Background: an optimization exercise with open tools, aiming at small area, a short achievable clock period and few clock cycles per item. Do not read the settings as production practice. Only simulation tests tie the RTL to the original design; equivalence was not proved. No driver is modelled on the clock port, so clock power and skew are understated where the tree is cut down; a real chip needs a root buffer or a tree. Power figures rest on the tool's default switching activity, not on a simulated workload.

// timing_example
module timing_example #(
    parameter int INPUT_WIDTH   = 32,
    parameter int OUTPUT_WIDTH  = 8,
    parameter int COUNTER_WIDTH = 64,
    parameter int NUM_PIPELINES = 16
) (
    input  logic                                  clk,
    input  logic                                  rst,
    input  logic [               INPUT_WIDTH-1:0] data_in,
    input  logic                                  data_in_valid,
    input  logic [NUM_PIPELINES*OUTPUT_WIDTH-1:0] pipe_in,
    output logic                                  ready,
    output logic [              OUTPUT_WIDTH-1:0] data_out,
    output logic                                  data_out_valid,
    output logic [             COUNTER_WIDTH-1:0] count
);
Size: roughly 530 cells after synthesis, about 8000 µm² of cells after synthesis.
==> flow/config.mk <==
export PLATFORM = sky130hd
export DESIGN_NAME = timing_example
export DESIGN_NICKNAME = timing_example
export VERILOG_FILES = /design/flow/design.v
export SDC_FILE = /design/flow/constraint.sdc
export NUM_CORES = 4
export LEC_CHECK = 0
export CAP_MARGIN = 20
export CORE_MARGIN = 2
export CORE_UTILIZATION = 40
export SLEW_MARGIN = 20
export SYNTH_HIERARCHICAL = 1
export SYNTH_MINIMUM_KEEP_SIZE = 0
==> flow/constraint.sdc <==
create_clock -name core_clock -period 8.0 [get_ports {clk}]
set_input_delay 1.6000 -clock core_clock [delete_from_list [all_inputs] [get_ports {clk}]]
set_output_delay 1.6000 -clock core_clock [all_outputs]
set_load 0.01 [all_outputs]
standard.sh (not shown) runs the stock make flow with config.mk's settings and CLKGATE_MAP_FILE= SYNTH_SCRIPT=/design/flow/synth_recipe.tcl, a recipe that flattens the netlist after the stock synthesis.
==> flow/flow/run.sh <==
#!/bin/bash
# Standard synthesis, then the standard layout with these changes: input ports
# are buffered with buf_1 and output ports with a buf_4, and clock tree
# synthesis adds no dummy loads.
set -euo pipefail
bash standard.sh synth > synth.log 2>&1
export BUFFER_PORTS_ARGS="-buffer_cell sky130_fd_sc_hd__buf_1"
export OUT_BUF=buf_4
export PRE_RESIZE_TCL=$PWD/flow/outbuf.tcl
export CTS_ARGS="-sink_clustering_enable -repair_clock_nets -dont_use_dummy_load -buf_list {sky130_fd_sc_hd__clkbuf_4 sky130_fd_sc_hd__clkbuf_8}"
bash standard.sh > layout.log 2>&1
==> flow/flow/outbuf.tcl <==
# Give the buffers that buffer_ports put on the output ports (named outputN)
# a stronger cell than the buf_1 used for the input ports.
set n 0
foreach inst [get_cells output*] {
  if {[get_property [get_lib_cells -of_objects $inst] name] eq "sky130_fd_sc_hd__buf_1"} {
    replace_cell $inst sky130_fd_sc_hd__$::env(OUT_BUF)
    incr n
  }
}
puts "outbuf.tcl: $n output buffers set to $::env(OUT_BUF)"
The starting point produced a clean layout.
Testbench counts at the start, summed over its fixed seeds: cycles 1,632, items 1,600.
==> next run, changes <==
==> flow/flow/run.sh (replaced) <==
#!/bin/bash
# Standard synthesis, then the standard layout with two changes: ports are
# buffered with buf_1, and clock tree synthesis adds no dummy loads.
set -euo pipefail
bash standard.sh synth > synth.log 2>&1
export BUFFER_PORTS_ARGS="-buffer_cell sky130_fd_sc_hd__buf_1"
export CTS_ARGS="-sink_clustering_enable -repair_clock_nets -dont_use_dummy_load -buf_list {sky130_fd_sc_hd__clkbuf_4 sky130_fd_sc_hd__clkbuf_8}"
bash standard.sh > layout.log 2>&1
- CORE_UTILIZATION: 40 -> 60
removed: flow/flow/outbuf.tcl
=> Via count barely changes; cell count went down by about 9%; combinational power is about the same; final area is lower by about 4%; power drops by 1.0%.
==> next run, changes <==
--- a/flow/flow/run.sh
+++ b/flow/flow/run.sh
@@ -7 +7 @@
-export CTS_ARGS="-sink_clustering_enable -repair_clock_nets -dont_use_dummy_load -buf_list {sky130_fd_sc_hd__clkbuf_4 sky130_fd_sc_hd__clkbuf_8}"
+export CTS_ARGS="-sink_clustering_enable -repair_clock_nets -dont_use_dummy_load -sink_clustering_size 40 -sink_clustering_max_diameter 300 -sink_clustering_levels 1 -buf_list {sky130_fd_sc_hd__clkbuf_4 sky130_fd_sc_hd__clkbuf_8}"
- CORE_UTILIZATION: 60 -> 40
What happened: The changed run finished clean; register-to-register slack is about the same; core utilization fell by 23 points; power stays flat; non-clock buffer count stays the same; sequential share of layout area goes down by 0.50 points; flip-flop and latch count does not change; routed wire length rose by 6.0%.

---

timing_example again, from the RTL that the note above started with.
clock: 8.0 ns
lec_check: 0
cap_margin: 20
core_margin: 2
core_utilization: 40
slew_margin: 20
synth_hierarchical: 1
synth_minimum_keep_size: 0
==> flow/flow/run.sh <==
#!/bin/bash
# Standard synthesis, then the standard layout with these changes: ports are
# buffered with buf_1, and after clock tree synthesis its tree is replaced by a
# balanced two-level tree of clkbuf_16 cells (flow/clktree.tcl).
set -euo pipefail
bash standard.sh synth > synth.log 2>&1
export BUFFER_PORTS_ARGS="-buffer_cell sky130_fd_sc_hd__buf_1"
export CTS_ARGS="-sink_clustering_enable -repair_clock_nets -dont_use_dummy_load -buf_list {sky130_fd_sc_hd__clkbuf_4 sky130_fd_sc_hd__clkbuf_8}"
export CLK_LEAVES=8
export CLK_LEAF_CELL=clkbuf_16
export POST_CTS_TCL=$PWD/flow/clktree.tcl
bash standard.sh > layout.log 2>&1
==> flow/flow/clktree.tcl <==
# Replace the clock tree that clock_tree_synthesis built with a two-level one:
# the clock port drives one root clkbuf_16, which drives CLK_LEAVES leaf buffers,
# each feeding the flip-flops of one region (split at the median x, then at the
# median y within each half). Every flip-flop sees the same two buffers.
set nleaf [expr {[info exists ::env(CLK_LEAVES)] ? $::env(CLK_LEAVES) : 4}]
set block [ord::get_db_block]
set db [ord::get_db]
set master [$db findMaster sky130_fd_sc_hd__clkbuf_16]
set lmaster [$db findMaster sky130_fd_sc_hd__[expr {[info exists ::env(CLK_LEAF_CELL)] ? $::env(CLK_LEAF_CELL) : "clkbuf_16"}]]
set clk [$block findNet clk]

set flops {}
foreach inst [$block getInsts] {
  if {[[$inst getMaster] isSequential]} {
    set it [$inst findITerm CLK]
    lassign [$inst getLocation] x y
    lappend flops [list $inst $it $x $y]
  }
}
# the old tree: every buffer on the clock network
set old_insts {}
set old_nets {}
foreach net [$block getNets] {
  if {[$net getSigType] eq "CLOCK" && [$net getName] ne "clk"} { lappend old_nets $net }
}
foreach inst [$block getInsts] {
  set n [$inst getName]
  if {[string match clkbuf_* $n] || [string match clkload* $n]} { lappend old_insts $inst }
}
foreach f $flops { [lindex $f 1] disconnect }
foreach inst $old_insts { odb::dbInst_destroy $inst }
foreach net $old_nets { if {[$net getName] ne "clk"} { odb::dbNet_destroy $net } }

proc split_groups {items idx} {
  set s [lsort -integer -index $idx $items]
  set h [expr {[llength $s] / 2}]
  return [list [lrange $s 0 [expr {$h - 1}]] [lrange $s $h end]]
}
set groups [list $flops]
set axis 2
while {[llength $groups] < $nleaf} {
  set ng {}
  foreach g $groups { lappend ng {*}[split_groups $g $axis] }
  set groups $ng
  set axis [expr {$axis == 2 ? 3 : 2}]
}

proc centroid {items} {
  set sx 0; set sy 0
  foreach f $items { set sx [expr {$sx + [lindex $f 2]}]; set sy [expr {$sy + [lindex $f 3]}] }
  set n [llength $items]
  return [list [expr {int($sx / $n)}] [expr {int($sy / $n)}]]
}
lassign [centroid $flops] rx ry
set root [odb::dbInst_create $block $master clkroot]
$root setLocation $rx $ry
$root setPlacementStatus PLACED
[$root findITerm A] connect $clk
set rnet [odb::dbNet_create $block clknet_root]
$rnet setSigType CLOCK
[$root findITerm X] connect $rnet
set k 0
foreach g $groups {
  lassign [centroid $g] cx cy
  set leaf [odb::dbInst_create $block $lmaster clkleaf_$k]
  $leaf setLocation $cx $cy
  $leaf setPlacementStatus PLACED
  [$leaf findITerm A] connect $rnet
  set lnet [odb::dbNet_create $block clknet_leaf_$k]
  $lnet setSigType CLOCK
  [$leaf findITerm X] connect $lnet
  foreach f $g { [lindex $f 1] connect $lnet }
  incr k
}
puts "clktree.tcl: [llength $flops] flip-flops on $k leaves; removed [llength $old_insts] buffers"
detailed_placement
check_placement -verbose
estimate_parasitics -placement
report_clock_skew
report_checks -path_delay min -format end
Testbench counts at the start, summed over its fixed seeds: cycles 1,632, items 1,600.
Next try:
--- a/flow/flow/run.sh
+++ b/flow/flow/run.sh
@@ -8,4 +8,4 @@
 export CTS_ARGS="-sink_clustering_enable -repair_clock_nets -dont_use_dummy_load -buf_list {sky130_fd_sc_hd__clkbuf_4 sky130_fd_sc_hd__clkbuf_8}"
-export CLK_LEAVES=8
-export CLK_LEAF_CELL=clkbuf_16
+export CLK_LEAVES=12
+export CLK_LEAF_CELL=clkbuf_8
 export POST_CTS_TCL=$PWD/flow/clktree.tcl
--- a/flow/flow/clktree.tcl
+++ b/flow/flow/clktree.tcl
@@ -2,4 +2,4 @@
 # the clock port drives one root clkbuf_16, which drives CLK_LEAVES leaf buffers,
-# each feeding the flip-flops of one region (split at the median x, then at the
-# median y within each half). Every flip-flop sees the same two buffers.
+# each feeding the flip-flops of one region (regions of nearly equal size, cut
+# across the longer side). Every flip-flop sees the same two buffers.
 set nleaf [expr {[info exists ::env(CLK_LEAVES)] ? $::env(CLK_LEAVES) : 4}]
@@ -33,15 +33,17 @@
 
-proc split_groups {items idx} {
+# split a group into n regions of nearly equal size, cutting across its longer side
+proc split_n {items n} {
+  if {$n <= 1} { return [list $items] }
+  set xs [lmap f $items {lindex $f 2}]
+  set ys [lmap f $items {lindex $f 3}]
+  set dx [expr {[tcl::mathfunc::max {*}$xs] - [tcl::mathfunc::min {*}$xs]}]
+  set dy [expr {[tcl::mathfunc::max {*}$ys] - [tcl::mathfunc::min {*}$ys]}]
+  set idx [expr {$dx >= $dy ? 2 : 3}]
   set s [lsort -integer -index $idx $items]
-  set h [expr {[llength $s] / 2}]
-  return [list [lrange $s 0 [expr {$h - 1}]] [lrange $s $h end]]
+  set n1 [expr {$n / 2}]
+  set cut [expr {[llength $s] * $n1 / $n}]
+  return [concat [split_n [lrange $s 0 [expr {$cut - 1}]] $n1] \
+                 [split_n [lrange $s $cut end] [expr {$n - $n1}]]]
 }
-set groups [list $flops]
-set axis 2
-while {[llength $groups] < $nleaf} {
-  set ng {}
-  foreach g $groups { lappend ng {*}[split_groups $g $axis] }
-  set groups $ng
-  set axis [expr {$axis == 2 ? 3 : 2}]
-}
+set groups [split_n $flops $nleaf]
 
Effect: Design area fell by 0.38%; cell count rose by 0.39%; area after synthesis does not change; register-to-register slack barely changes; die area is unchanged; setup slack is about the same; maximum frequency stays flat; via count rose by 0.59%; flip-flop and latch count does not change; first-iteration DRC count rose by 12%; synthesized cell count is unchanged.
Next try:
--- a/flow/flow/run.sh
+++ b/flow/flow/run.sh
@@ -8,3 +8,3 @@
 export CTS_ARGS="-sink_clustering_enable -repair_clock_nets -dont_use_dummy_load -buf_list {sky130_fd_sc_hd__clkbuf_4 sky130_fd_sc_hd__clkbuf_8}"
-export CLK_LEAVES=12
+export CLK_LEAVES=10
 export CLK_LEAF_CELL=clkbuf_8
=>
- The new run completed without violations
- setup slack stays flat
- cell area hardly moves
- combinational power is about the same
- total power decreases slightly
Next try:
--- a/flow/flow/run.sh
+++ b/flow/flow/run.sh
@@ -2,3 +2,3 @@
 # Standard synthesis, then the standard layout with these changes: ports are
-# buffered with buf_1, and after clock tree synthesis its tree is replaced by a
+# buffered with buf_1 (buf_2 on the count outputs, flow/outbuf.tcl), and after clock tree synthesis its tree is replaced by a
 # balanced two-level tree of clkbuf_16 cells (flow/clktree.tcl).
@@ -10,2 +10,3 @@
 export CLK_LEAF_CELL=clkbuf_8
+export PRE_RESIZE_TCL=$PWD/flow/outbuf.tcl
 export POST_CTS_TCL=$PWD/flow/clktree.tcl
==> flow/flow/outbuf.tcl (new file) <==
# Give the buffers that buffer_ports put on the count output ports a buf_2
# instead of the buf_1 used on the other ports.
set n 0
set block [ord::get_db_block]
foreach inst [$block getInsts] {
  if {![string match output* [$inst getName]]} { continue }
  if {[[$inst getMaster] getName] ne "sky130_fd_sc_hd__buf_1"} { continue }
  set net [[$inst findITerm X] getNet]
  if {[string match "count*" [$net getName]]} {
    replace_cell [get_cells [$inst getName]] sky130_fd_sc_hd__buf_2
    incr n
  }
}
puts "outbuf.tcl: $n count output buffers set to buf_2"
Total power fell by 0.36%.
Area after synthesis is unchanged.
Die area stays the same.
In every run of this note, the design's own scripts or RTL, not TritonCTS, make the clock network.

==> static timing again, ports no longer ideal <==
In the flow no input, the clock included, has a driving cell. The finished layouts below were timed again as built, in two steps.
Step 1, drivers: a clkbuf_16 drives clk and a buf_2 each remaining input, both assumed.
Step 2, shift: input delay + t, output delay - t, t = (earliest + latest rising clock arrival at the registers) / 2. This alone moves slack from input paths to output paths.
a / b / c = ideal / step 1 / step 2; a / b = the first two.
run | t, ns | slack for setup (ns) | latest minus earliest clock arrival (ns) | slew at the worst register clock pin (ns) | cell pins on the clock port's net
the first run of note 1 | 0.471 | 5.357 / 5.316 / 5.096 | 0.038 / 0.038 | 0.10 / 0.10 | 1
the second run of note 1 | 0.469 | 5.357 / 5.321 / 5.115 | 0.023 / 0.023 | 0.08 / 0.08 | 1
the third run of note 1 | 0.471 | 5.364 / 5.324 / 5.104 | 0.042 / 0.042 | 0.10 / 0.10 | 1
the first run of note 2 | 0.411 | 5.439 / 5.393 / 5.121 | 0.013 / 0.014 | 0.09 / 0.09 | 1
the second run of note 2 | 0.414 | 5.436 / 5.390 / 5.118 | 0.015 / 0.015 | 0.10 / 0.10 | 1
the third run of note 2 | 0.408 | 5.437 / 5.392 / 5.122 | 0.009 / 0.010 | 0.11 / 0.11 | 1
the fourth run of note 2 | 0.407 | 5.441 / 5.394 / 5.100 | 0.011 / 0.011 | 0.11 / 0.11 | 1
After both steps setup and hold are still met in every run listed. The setup slack of the fourth run of note 2, which loses most, moves by -0.047 ns with the drivers and by -0.341 ns with both steps.
